This design comes from an exercise in tuning for small area on the open sky130 flow, not from production work.
In this exercise RTL edits were held to simulation tests only and were not proved equivalent to the original.
Power figures rest on the tool's default switching activity, not on a simulated workload.

// tang_nano_9k_riscv_monitor
module tang_nano_9k_riscv_monitor
(
  input clk_27mhz,
  input button_s1,
  input uart_rx,
  output [6-1:0] led,
  output uart_tx
);
For scale: ~4400 cells after synthesis, roughly 3000 flip-flops, roughly 10 I/O pins.
Settings: LEC_CHECK=0, CAP_MARGIN=20, CORE_MARGIN=2, CORE_UTILIZATION=70, PLACE_DENSITY=0.8, SLEW_MARGIN=20; clock period 37.0 ns.
standard.sh (not shown) runs the stock make flow with config.mk's settings and CLKGATE_MAP_FILE= SYNTH_SCRIPT=/design/flow/synth_recipe.tcl, a recipe that flattens the netlist after the stock synthesis.
==> flow/flow/run.sh <==
#!/bin/bash
# The standard layout, with clock tree synthesis told not to add dummy loads
# and how to cluster the flip-flops.
set -euo pipefail
export CTS_ARGS="-sink_clustering_enable -repair_clock_nets -dont_use_dummy_load -buf_list sky130_fd_sc_hd__clkbuf_16 -sink_clustering_size 30 -sink_clustering_max_diameter 40"
bash standard.sh > standard.log 2>&1
The first run finished with timing, DRC and antenna clean.
Change:
==> flow/flow/run.sh (replaced) <==
#!/bin/bash
# The standard layout, with clock tree synthesis told not to add dummy loads
# and to cluster the flip-flops under clkbuf_8 buffers.
set -euo pipefail
export CTS_ARGS="-sink_clustering_enable -repair_clock_nets -dont_use_dummy_load -buf_list sky130_fd_sc_hd__clkbuf_8 -sink_clustering_size 20 -sink_clustering_max_diameter 30"
bash standard.sh > standard.log 2>&1
--- a/flow/config.mk
+++ b/flow/config.mk
@@ -10,2 +10,2 @@
-export CORE_UTILIZATION = 70
-export PLACE_DENSITY = 0.8
+export CORE_UTILIZATION = 80
+export PLACE_DENSITY = 0.9
Design area is about the same. Power goes up by 0.59%. Count of clock-buffer cells in the layout goes up by 147. Setup slack degrades by 150 ps. Critical path depth goes down by 1. Combinational power goes up by about 6%. Die area goes down by 12%. Sequential share of layout area goes up by 0.11 points. Area after synthesis stays the same. Worst hold slack improves by 17 ps. Register-to-register slack degrades by 420 ps.


Setup of build 30:
Starting RTL as in the previous note.
Settings: LEC_CHECK=0, CAP_MARGIN=20, CORE_MARGIN=2, CORE_UTILIZATION=70, PLACE_DENSITY=0.8, SLEW_MARGIN=20; clock period 37.0 ns.
==> flow/flow/run.sh <==
#!/bin/bash
# The standard layout, with clock tree synthesis told not to add dummy loads
# and to cluster the flip-flops under clkbuf_8 buffers.
set -euo pipefail
export CTS_ARGS="-sink_clustering_enable -repair_clock_nets -dont_use_dummy_load -buf_list sky130_fd_sc_hd__clkbuf_8 -sink_clustering_size 18 -sink_clustering_max_diameter 40"
bash standard.sh > standard.log 2>&1
Build 30 closes out successfully: all stages finished, all timing, DRC and antenna checks passed.
Relative to build 30, the following input files were edited for build 18:
==> flow/flow/run.sh <==
#!/bin/bash
# The standard layout, with clock tree synthesis told not to add dummy loads.
set -euo pipefail
export CTS_ARGS="-sink_clustering_enable -repair_clock_nets -dont_use_dummy_load -buf_list sky130_fd_sc_hd__clkbuf_8 -sink_clustering_size 22 -sink_clustering_max_diameter 40"
bash standard.sh > standard.log 2>&1
Sort build 30 and build 18 by power, ascending, and build 18 comes first. Looking at met2 usage in global routing, build 18 sits below build 30. On multi-input gate share of total cell area, build 30 and build 18 are basically level. Against build 30, build 18 comes in 0.34% lower on routed length per placed instance. [compare] base=build 30 new=build 18: final critical-path share of the clock period closely matched the old numbers, final instance area closely matched the old numbers, minimum clock period after layout increased by 0.0043 ns relative to the old numbers.
### build 18 -> build 53
- CORE_UTILIZATION: 70 -> 65
- PLACE_DENSITY: 0.8 -> 0.75
==> flow/flow/run.sh <==
#!/bin/bash
# The standard layout, with clock tree synthesis told not to add dummy loads
# and to cluster the flip-flops under clkbuf_8 buffers.
set -euo pipefail
export CTS_ARGS="-sink_clustering_enable -repair_clock_nets -dont_use_dummy_load -buf_list sky130_fd_sc_hd__clkbuf_8 -sink_clustering_size 20 -sink_clustering_max_diameter 35"
bash standard.sh > standard.log 2>&1
### Flow results
Sum of net half-perimeters after detailed placement: build 53 and build 18 compared, higher one is build 18
Delta(worst slew slack as a fraction of its limit, build 53 - build 18) < 0
Per the comparison of build 53 with build 18, met2 layer wire length in the routed design decreased 6.1%; final design area excluding fillers increased about 1.8%; die area increased 0.0077 mm^2; via-per-instance ratio decreased 2.7%; global-route wire length before repair decreased about 2.2%.
Compared with build 18, build 53 shows a met3 global-route usage that is 0.23 points lower.
Against build 18, wire length in build 53 fell by a few percent.
#### Input delta (build 65 over build 53)
- changing PLACE_DENSITY from 0.75 to 0.8
- changing CORE_UTILIZATION from 65 to 70
==> flow/flow/run.sh <==
#!/bin/bash
# The standard layout, with clock tree synthesis told not to add dummy loads
# and to cluster the flip-flops under clkbuf_8 buffers.
set -euo pipefail
export CTS_ARGS="-sink_clustering_enable -repair_clock_nets -dont_use_dummy_load -buf_list sky130_fd_sc_hd__clkbuf_8 -sink_clustering_size 20 -sink_clustering_max_diameter 40"
bash standard.sh > standard.log 2>&1
Results
Compared with build 53, build 65 shows met1 track demand over resource in global routing higher by 1.9 points. [build 65] final cell area excluding filler cells fell 1.7% relative to build 53. Between build 65 and build 53, it is build 65 whose first-pass GRT wire length is higher, by 2.3%. Comparing build 53 against build 65, there is no change at all in sequential share of the synthesized area.
Input-level comparison between build 94 and build 65:
- changing CORE_UTILIZATION from 70 to 60
- changing PLACE_DENSITY from 0.8 to 0.7
==> flow/flow/run.sh <==
#!/bin/bash
# The standard layout, with clock tree synthesis told not to add dummy loads.
set -euo pipefail
export CTS_ARGS="-sink_clustering_enable -repair_clock_nets -dont_use_dummy_load -buf_list sky130_fd_sc_hd__clkbuf_16 -sink_clustering_size 36 -sink_clustering_max_diameter 50"
bash standard.sh > standard.log 2>&1
Findings:
Highest net fanout along the worst path: higher on build 65. Power share of the combinational group ends up higher on build 65. Part of the power in registers was higher in build 65 than in build 94. Count of inserted tapcells of build 94 exceeds that of build 65 by more than 10%. Total power delta (build 94 − build 65): unfavourable. Compared with build 65, build 94 degrades relative slew slack. Build 94 against build 65; design area is up slightly.

[afterwards: timing with drivers on the ports]
How much do the figures lean on ideal ports? The routed layouts below were timed once more, with nothing changed but the port constraints. Step 1 sets driving cells, clkbuf_16 on the clock port and buf_2 on the other inputs (assumed; they add their load-dependent delay and slew). Step 2 moves the port delays by t, midway between the first and last clock arrival at a register: inputs arrive t later, outputs are due t later. That takes back most of the time a late clock gives input paths. a / b / c = ideal ports / drivers / drivers and shift; a / b = the first two.
run	shift t [ns]	slack for setup (ns)	hold WS [ns]	worst slew at a driven data input, ns
the first run of note 1	0.810	20.414 / 20.392 / 20.392	0.243 / 0.243 / 0.243	0.03
the second run of note 1	1.028	20.262 / 20.195 / 20.195	0.259 / 0.259 / 0.259	0.07
build 30	0.903	20.409 / 20.387 / 20.387	0.268 / 0.268 / 0.268	0.03
build 18	0.904	20.404 / 20.381 / 20.381	0.216 / 0.216 / 0.216	0.03
build 53	0.978	20.431 / 20.411 / 20.411	0.238 / 0.238 / 0.238	0.03
build 65	0.914	20.411 / 20.388 / 20.388	0.248 / 0.248 / 0.248	0.03
build 94	0.803	20.350 / 20.329 / 20.329	0.237 / 0.237 / 0.237	0.03
After both steps every run listed still meets setup and hold. For the second run of note 1, which loses most, drivers alone change the setup slack by -0.067 ns; drivers and shift together by -0.067 ns.
